What follows belongs to an exercise in optimizing a design on an open flow for small area, a short achievable clock period and few clock cycles per item; a production flow would make more cautious choices. In this exercise RTL edits were held to simulation tests only and were not proved equivalent to the original. Power figures rest on the tool's default switching activity, not on a simulated workload.

==> flow/design.v (excerpt) <==
module dut(
    clk    ,
    rst_n  ,
    addr   ,
    din    ,
    rw     ,
    enable ,
    dout   ,
    txd    ,
    tx_vld ,
    rxd    ,
    rx_vld
);
Size: roughly 4700 cells after synthesis, ~87000 um2 of cells after synthesis.
Settings: LEC_CHECK=0, CAP_MARGIN=15, CORE_MARGIN=2, CORE_UTILIZATION=60, CTS_BUF_LIST=sky130_fd_sc_hd__clkbuf_8, CTS_CLUSTER_DIAMETER=50, CTS_CLUSTER_SIZE=20, PLACE_DENSITY=0.7, SETUP_SLACK_MARGIN=4.8, SLEW_MARGIN=15, SYNTH_HIERARCHICAL=1, SYNTH_MINIMUM_KEEP_SIZE=0; clock period 9.0 ns.
standard.sh (not shown) runs the stock make flow with config.mk's settings and CLKGATE_MAP_FILE= SYNTH_SCRIPT=/design/flow/synth_recipe.tcl, a recipe that flattens the netlist after the stock synthesis.
==> flow/flow/run.sh <==
#!/bin/bash
# The standard layout, with two changes to how ORFS is driven:
#  - clock tree synthesis without dummy loads, with clkbuf_8 clusters of <= 20 sinks
#  - port buffers start as buf_1 (the resizer sizes them up where timing needs it)
set -euo pipefail
export CTS_ARGS="-sink_clustering_enable -repair_clock_nets -buf_list sky130_fd_sc_hd__clkbuf_8 -sink_clustering_size 20 -sink_clustering_max_diameter 50 -dont_use_dummy_load"
export BUFFER_PORTS_ARGS="-buffer_cell sky130_fd_sc_hd__buf_1"
bash standard.sh > flow_make.log 2>&1
The starting point produced a clean layout.
Testbench counts at the start, summed over its fixed seeds: cycles 100,742, frames 156.
Rerun with:
--- a/flow/flow/run.sh
+++ b/flow/flow/run.sh
@@ -5,3 +5,3 @@
 set -euo pipefail
-export CTS_ARGS="-sink_clustering_enable -repair_clock_nets -buf_list sky130_fd_sc_hd__clkbuf_8 -sink_clustering_size 20 -sink_clustering_max_diameter 50 -dont_use_dummy_load"
+export CTS_ARGS="-sink_clustering_enable -repair_clock_nets -buf_list sky130_fd_sc_hd__clkbuf_8 -sink_clustering_size 21 -sink_clustering_max_diameter 50 -dont_use_dummy_load"
 export BUFFER_PORTS_ARGS="-buffer_cell sky130_fd_sc_hd__buf_1"
--- a/flow/config.mk
+++ b/flow/config.mk
@@ -9,3 +9,3 @@
 export CORE_MARGIN = 2
-export CORE_UTILIZATION = 60
+export CORE_UTILIZATION = 65
 export CTS_BUF_LIST = sky130_fd_sc_hd__clkbuf_8
@@ -13,3 +13,3 @@
 export CTS_CLUSTER_SIZE = 20
-export PLACE_DENSITY = 0.7
+export PLACE_DENSITY = 0.78
 export SETUP_SLACK_MARGIN = 4.8
Result: Cell area came out lower slightly. Die area fell by a little under a tenth. Sequential share of layout area rose by 0.35 points. Fmax barely changes. Area after synthesis does not change. Non-clock buffer count is unchanged. First-iteration DRC count went up by about a fifth. Sequential cell count does not change. Register-to-register slack degrades by 0.05 ns. Clock skew is higher by 0.012 ns. Clock-buffer cell count goes down by 12.
Rerun with:
--- a/flow/flow/run.sh
+++ b/flow/flow/run.sh
@@ -5,3 +5,3 @@
 set -euo pipefail
-export CTS_ARGS="-sink_clustering_enable -repair_clock_nets -buf_list sky130_fd_sc_hd__clkbuf_8 -sink_clustering_size 21 -sink_clustering_max_diameter 50 -dont_use_dummy_load"
+export CTS_ARGS="-sink_clustering_enable -repair_clock_nets -buf_list sky130_fd_sc_hd__clkbuf_8 -sink_clustering_size 20 -sink_clustering_max_diameter 50 -dont_use_dummy_load"
 export BUFFER_PORTS_ARGS="-buffer_cell sky130_fd_sc_hd__buf_1"
--- a/flow/config.mk
+++ b/flow/config.mk
@@ -9,3 +9,3 @@
 export CORE_MARGIN = 2
-export CORE_UTILIZATION = 65
+export CORE_UTILIZATION = 60
 export CTS_BUF_LIST = sky130_fd_sc_hd__clkbuf_8
@@ -13,4 +13,4 @@
 export CTS_CLUSTER_SIZE = 20
-export PLACE_DENSITY = 0.78
-export SETUP_SLACK_MARGIN = 4.8
+export PLACE_DENSITY = 0.7
+export SETUP_SLACK_MARGIN = 5
 export SLEW_MARGIN = 15
What happened: The new run ran to the end with no violations; maximum frequency is about the same; worst setup slack gets better by 0.0034 ns; total power is about the same; non-clock buffer count grows by 9; sequential share of layout area shrinks by 0.50 points; worst hold slack gets better by 0.014 ns; via count shrinks slightly; core utilization shrinks by 4.7 points; routed wire length shrinks by roughly a tenth; global-route usage shrinks by 3.3 points; final area grows slightly.

---

Another version of the RTL of dut (not shown whole).
Size: about 5000 cells after synthesis, about 4100 flip-flops, ~0.089 mm^2 of cells after synthesis.
clock: 9.0 ns
lec_check: 0
cap_margin: 40
core_margin: 2
core_utilization: 60
cts_buf_list: sky130_fd_sc_hd__clkbuf_8
cts_cluster_diameter: 50
cts_cluster_size: 20
place_density: 0.7
setup_slack_margin: 5
slew_margin: 40
run.sh (not shown) runs the stock make flow with config.mk's settings and CLKGATE_MAP_FILE= SYNTH_SCRIPT=/design/flow/synth_recipe.tcl, a recipe that flattens the netlist after the stock synthesis.
Stock flow here: none of the scripts above is used.
The starting point went through all stages and came out clean.
Testbench counts at the start, summed over its fixed seeds: cycles 100,898, frames 156.
Next try:
==> flow/config.mk (replaced) <==
export PLATFORM = sky130hd
export DESIGN_NAME = dut
export DESIGN_NICKNAME = dut
export VERILOG_FILES = /design/flow/design.v
export SDC_FILE = /design/flow/constraint.sdc
export NUM_CORES = 8
export LEC_CHECK = 0
export CAP_MARGIN = 40
export CORE_MARGIN = 2
export CORE_UTILIZATION = 50
export PLACE_DENSITY = 0.6
export SLEW_MARGIN = 40
=> Total power increases by 31%; flip-flop and latch count is unchanged; non-clock buffer count decreases by 10; critical path depth decreases by 2.
Next try:
--- a/flow/config.mk
+++ b/flow/config.mk
@@ -8,5 +8,9 @@
 export CAP_MARGIN = 40
 export CORE_MARGIN = 2
-export CORE_UTILIZATION = 50
-export PLACE_DENSITY = 0.6
+export CORE_UTILIZATION = 60
+export CTS_BUF_LIST = sky130_fd_sc_hd__clkbuf_16
+export CTS_CLUSTER_DIAMETER = 50
+export CTS_CLUSTER_SIZE = 30
+export PLACE_DENSITY = 0.7
+export SETUP_SLACK_MARGIN = 5
 export SLEW_MARGIN = 40
The new run produced a clean layout.
Flip-flop and latch count stays the same.
Fmax rises by about a fifth.
Register-to-register slack degrades by 0.11 ns.
Power falls by about a fifth.

---

dut with an RTL version that a note above also has.
Size in the first run: ~4700 cells after synthesis, roughly 4100 flip-flops, about 94 I/O pins, roughly 87000 µm² of cells after synthesis.
Settings: LEC_CHECK=0, CAP_MARGIN=15, CORE_MARGIN=2, CORE_UTILIZATION=60, CTS_BUF_LIST=sky130_fd_sc_hd__clkbuf_8, CTS_CLUSTER_DIAMETER=50, CTS_CLUSTER_SIZE=21, PLACE_DENSITY=0.7, SETUP_SLACK_MARGIN=4.8, SLEW_MARGIN=15, SYNTH_HIERARCHICAL=1, SYNTH_MINIMUM_KEEP_SIZE=0; clock period 9.0 ns.
Testbench counts at the start, summed over its fixed seeds: cycles 100,742, frames 156.
Edit:
==> flow/flow/run.sh (new file) <==
#!/bin/bash
# The standard layout, with two changes to how ORFS is driven:
#  - clock tree synthesis without dummy loads, with clkbuf_8 clusters of <= 20 sinks
#  - port buffers start as buf_1 (the resizer sizes them up where timing needs it)
set -euo pipefail
export CTS_ARGS="-sink_clustering_enable -repair_clock_nets -buf_list sky130_fd_sc_hd__clkbuf_8 -sink_clustering_size 21 -sink_clustering_max_diameter 50 -dont_use_dummy_load"
export BUFFER_PORTS_ARGS="-buffer_cell sky130_fd_sc_hd__buf_1"
bash standard.sh > flow_make.log 2>&1
==> flow/standard.sh (new file) <==
#!/bin/bash
# synth_recipe.tcl (not shown) runs the flow's synth.tcl, then flattens the netlist and writes it again
# the make line also repeats each setting of config.mk as NAME=value (left out here)
make -C /OpenROAD-flow-scripts/flow DESIGN_CONFIG=/design/flow/config.mk WORK_HOME=/design/flow/orfs CLKGATE_MAP_FILE= SYNTH_SCRIPT=/design/flow/synth_recipe.tcl "${@:-finish}"
CTS_CLUSTER_SIZE = 20   (was 21)
removed: flow/run.sh
Utilization falls by 0.53 points.
Critical path depth stays the same.
Setup slack improves by 6.5 ps.
First-iteration DRC count shrinks by 3.1%.
Sequential share of layout area increases by 0.73 points.
Edit:
CAP_MARGIN = 40   (was 15)
SETUP_SLACK_MARGIN = 5   (was 4.8)
SLEW_MARGIN = 40   (was 15)
After rerunning: Cell area hardly moves; cell count barely changes; synthesized cell count is unchanged; clock-buffer cell count goes down by 1; core utilization went up by 0.11 points; fmax stays flat.
Edit:
--- a/flow/flow/run.sh
+++ b/flow/flow/run.sh
@@ -5,4 +5,4 @@
 set -euo pipefail
 export CTS_ARGS="-sink_clustering_enable -repair_clock_nets -buf_list sky130_fd_sc_hd__clkbuf_8 -sink_clustering_size 21 -sink_clustering_max_diameter 50 -dont_use_dummy_load"
-export BUFFER_PORTS_ARGS="-buffer_cell sky130_fd_sc_hd__buf_1"
+export BUFFER_PORTS_ARGS="-buffer_cell sky130_fd_sc_hd__buf_4"
 bash standard.sh > flow_make.log 2>&1
CAP_MARGIN = 15   (was 40)
SETUP_SLACK_MARGIN = 4.8   (was 5)
SLEW_MARGIN = 15   (was 40)
Power stays flat. Synthesized area is unchanged. Setup slack gets worse by 23 ps. Flip-flop and latch count does not change. Non-clock buffer count goes down by 12. Global-route usage goes down by 0.14 points. Sequential share of layout area stays flat. Wire length goes down by 1.2%. Die area does not change. Design area stays flat.

---

dut, a different RTL version from the one above (not shown whole).
Size: ~4800 cells after synthesis, about 94 I/O pins, roughly 87000 um^2 of cells after synthesis.
## dut
module dut(
    clk    ,
    rst_n  ,
    addr   ,
    din    ,
    rw     ,
    enable ,
    dout   ,
    txd    ,
    tx_vld ,
    rxd    ,
    rx_vld
);
input         clk    ;
input         rst_n  ;
input  [7:0 ] addr   ;
input  [31:0] din    ;
input         rw     ;
input         enable ;
output [31:0] dout   ;
input  [7:0 ] rxd    ;
input         rx_vld ;
output [7:0 ] txd    ;
output        tx_vld ;
reg  [7:0 ] txd  ;
reg         tx_vld ;
function lt10;
    input [9:0] a;
    input [9:0] b;
    integer k;
    reg r;
    begin
        r = 1'b0;
        for (k = 0; k < 10; k = k + 1)
            r = (~a[k] & b[k]) | ((~a[k] | b[k]) & r);
        lt10 = r;
    end
endfunction
reg         pkt_en ;
reg  [8:0 ] min_pkt_size ;    
reg  [9:0 ] max_pkt_size ;
wire        write = ~rw & enable;
wire [9:0 ] d     = din[9:0];
always @(posedge clk or negedge rst_n) begin
    if (!rst_n) begin
        pkt_en       <= 1'b0;
        min_pkt_size <= 9'd64;
        max_pkt_size <= 10'd512;
    end
    else if (write) begin
        if (addr == 8'h0)
            pkt_en <= d[0];
        if ((addr == 8'h4) && (|d[9:6]) && lt10(d, max_pkt_size))
            min_pkt_size <= d[8:0];
        if ((addr == 8'h8) && (~d[9] | ~|d[8:0]) && lt10({1'b0, min_pkt_size}, d))
            max_pkt_size <= d;
    end
end
assign dout[31:10] = 22'h0;
wire [9:0] dz76, dz54, dz10, dt8, dt4;
genvar g;
generate
    for (g = 0; g < 10; g = g + 1) begin : g_dout
        g_nor2  u_z76 (.a(addr[7]), .b(addr[6]), .y(dz76[g]));
        g_nor2  u_z54 (.a(addr[5]), .b(addr[4]), .y(dz54[g]));
        g_nor2  u_z10 (.a(addr[1]), .b(addr[0]), .y(dz10[g]));
        g_and3b u_t8  (.an(addr[2]), .b(addr[3]), .c(max_pkt_size[g]), .y(dt8[g]));
        if (g == 0) begin : g_b0
            wire t4, t0;
            g_and3b u_t4 (.an(addr[3]), .b(addr[2]), .c(min_pkt_size[0]), .y(t4));
            g_nor3b u_t0 (.a(addr[3]), .b(addr[2]), .cn(pkt_en), .y(t0));
            g_o3111a u_y (.a1(dt8[0]), .a2(t4), .a3(t0), .b1(dz76[0]), .c1(dz54[0]), .d1(dz10[0]), .x(dout[0]));
        end
        else if (g < 9) begin : g_b
            g_and3b u_t4 (.an(addr[3]), .b(addr[2]), .c(min_pkt_size[g]), .y(dt4[g]));
            g_o2111a u_y (.a1(dt8[g]), .a2(dt4[g]), .b1(dz76[g]), .c1(dz54[g]), .d1(dz10[g]), .x(dout[g]));
  ...
clock: 9.0 ns
lec_check: 0
cap_margin: 40
core_margin: 2
core_utilization: 80
cts_buf_list: sky130_fd_sc_hd__clkbuf_8
cts_cluster_diameter: 50
cts_cluster_size: 20
place_density: 0.9
setup_slack_margin: 5
slew_margin: 40
synth_hierarchical: 1
synth_minimum_keep_size: 0
standard.sh (not shown) runs the stock make flow with config.mk's settings and CLKGATE_MAP_FILE= SYNTH_SCRIPT=/design/flow/synth_recipe.tcl, a recipe that flattens the netlist after the stock synthesis.
==> flow/flow/run.sh <==
#!/bin/bash
# The standard layout, with two changes to how ORFS is driven:
#  - clock tree synthesis without dummy loads, with clkbuf_8 clusters of <= 20 sinks
#  - port buffers start as buf_1 (the resizer sizes them up where timing needs it)
set -euo pipefail
export CTS_ARGS="-sink_clustering_enable -repair_clock_nets -buf_list sky130_fd_sc_hd__clkbuf_8 -sink_clustering_size 24 -sink_clustering_max_diameter 40 -dont_use_dummy_load"
export BUFFER_PORTS_ARGS="-buffer_cell sky130_fd_sc_hd__buf_1"
bash standard.sh > flow_make.log 2>&1
The first run never finished: it broke off in detailed placement, error DPL-0033.
Testbench counts at the start, summed over its fixed seeds: cycles 100,898, frames 156.
Rerun with:
--- a/flow/flow/run.sh
+++ b/flow/flow/run.sh
@@ -5,3 +5,3 @@
 set -euo pipefail
-export CTS_ARGS="-sink_clustering_enable -repair_clock_nets -buf_list sky130_fd_sc_hd__clkbuf_8 -sink_clustering_size 24 -sink_clustering_max_diameter 40 -dont_use_dummy_load"
+export CTS_ARGS="-sink_clustering_enable -repair_clock_nets -buf_list sky130_fd_sc_hd__clkbuf_8 -sink_clustering_size 20 -sink_clustering_max_diameter 50 -dont_use_dummy_load"
 export BUFFER_PORTS_ARGS="-buffer_cell sky130_fd_sc_hd__buf_1"
--- a/flow/config.mk
+++ b/flow/config.mk
@@ -9,3 +9,3 @@
 export CORE_MARGIN = 2
-export CORE_UTILIZATION = 80
+export CORE_UTILIZATION = 60
 export CTS_BUF_LIST = sky130_fd_sc_hd__clkbuf_8
@@ -13,3 +13,3 @@
 export CTS_CLUSTER_SIZE = 20
-export PLACE_DENSITY = 0.9
+export PLACE_DENSITY = 0.7
 export SETUP_SLACK_MARGIN = 5
- Now the flow ran to the end with no violations
- synthesized cell count stays the same
- area after synthesis is unchanged
Rerun with:
==> flow/run.sh (new file) <==
#!/bin/bash
# synth_recipe.tcl (not shown) runs the flow's synth.tcl, then flattens the netlist and writes it again
# the make line also repeats each setting of config.mk as NAME=value (left out here)
make -C /OpenROAD-flow-scripts/flow DESIGN_CONFIG=/design/flow/config.mk WORK_HOME=/design/flow/orfs CLKGATE_MAP_FILE= SYNTH_SCRIPT=/design/flow/synth_recipe.tcl finish
removed: flow/flow/run.sh
removed: flow/standard.sh
What happened:
- The new run produced a clean layout
- non-clock buffer count decreases by 4
- count of clock-buffer cells in the layout increases by 7
- via count barely changes
- routed wire length hardly moves
- first-iteration DRC count decreases by 13%
- critical path depth decreases by 1
Rerun with:
==> flow/flow/run.sh (new file) <==
#!/bin/bash
# The standard layout, with two changes to how ORFS is driven:
#  - clock tree synthesis without dummy loads, with clkbuf_8 clusters of <= 20 sinks
#  - port buffers start as buf_1 (the resizer sizes them up where timing needs it)
set -euo pipefail
export CTS_ARGS="-sink_clustering_enable -repair_clock_nets -buf_list sky130_fd_sc_hd__clkbuf_8 -sink_clustering_size 20 -sink_clustering_max_diameter 40 -dont_use_dummy_load"
export BUFFER_PORTS_ARGS="-buffer_cell sky130_fd_sc_hd__buf_1"
bash standard.sh > flow_make.log 2>&1
==> flow/standard.sh (new file) <==
#!/bin/bash
# synth_recipe.tcl (not shown) runs the flow's synth.tcl, then flattens the netlist and writes it again
# the make line also repeats each setting of config.mk as NAME=value (left out here)
make -C /OpenROAD-flow-scripts/flow DESIGN_CONFIG=/design/flow/config.mk WORK_HOME=/design/flow/orfs CLKGATE_MAP_FILE= SYNTH_SCRIPT=/design/flow/synth_recipe.tcl "${@:-finish}"
--- a/flow/config.mk
+++ b/flow/config.mk
@@ -9,3 +9,3 @@
 export CORE_MARGIN = 2
-export CORE_UTILIZATION = 60
+export CORE_UTILIZATION = 75
 export CTS_BUF_LIST = sky130_fd_sc_hd__clkbuf_8
@@ -13,3 +13,3 @@
 export CTS_CLUSTER_SIZE = 20
-export PLACE_DENSITY = 0.7
+export PLACE_DENSITY = 0.85
 export SETUP_SLACK_MARGIN = 5
removed: flow/run.sh
The changed run finished with timing, DRC and antenna clean.
Die area went down by 20%.
Clock-buffer cell count grows by 37.
Setup slack degrades by 0.0038 ns.
Wire length increases by 37%.
Combinational power goes up by 5.0%.
Total power climbs by 1.8%.
Critical path depth goes up by 1.
Flip-flop and latch count does not change.
Global-route usage is higher by 11 points.
Via count grows by 7.0%.
Register-to-register slack degrades by 0.61 ns.

port drivers added, routing unchanged:
How much do the figures lean on ideal ports? The routed layouts below were timed once more, with nothing changed but the port constraints. Step 1: set_driving_cell puts a clkbuf_16 on clk and a buf_2 on each other input, an assumption about the parent block. Step 2 also shifts input and output timing later by t, the mid clock arrival at the registers, as if the neighbouring blocks saw the same clock. Three values: ideal, step 1, step 2; two values: the first two.
run	t (ns)	setup WS [ns]	cell pins on the clock port's net
the first run of note 1	0.966	4.742 / 4.484 / 4.338	1
the second run of note 1	0.974	4.731 / 4.490 / 4.254	1
the third run of note 1	0.950	4.735 / 4.452 / 4.376	1
the first run of note 2	1.019	4.208 / 4.177 / 4.177	1
the second run of note 2	0.968	3.276 / 3.248 / 3.248	1
the third run of note 2	0.889	4.214 / 4.183 / 4.183	1
the first run of note 3	0.973	4.733 / 4.468 / 3.945	1
the second run of note 3	0.971	4.740 / 4.483 / 4.279	1
the third run of note 3	0.992	4.743 / 4.461 / 4.396	1
the fourth run of note 3	1.014	4.720 / 4.477 / 4.315	1
the second run of note 4	0.964	4.708 / 4.451 / 4.451	1
the third run of note 4	1.019	4.716 / 4.455 / 4.421	1
the fourth run of note 4	1.018	4.712 / 4.471 / 4.471	1
After both steps every run listed still meets setup and hold. For the first run of note 3, which loses most, drivers alone change the setup slack by -0.265 ns; drivers and shift together by -0.788 ns.
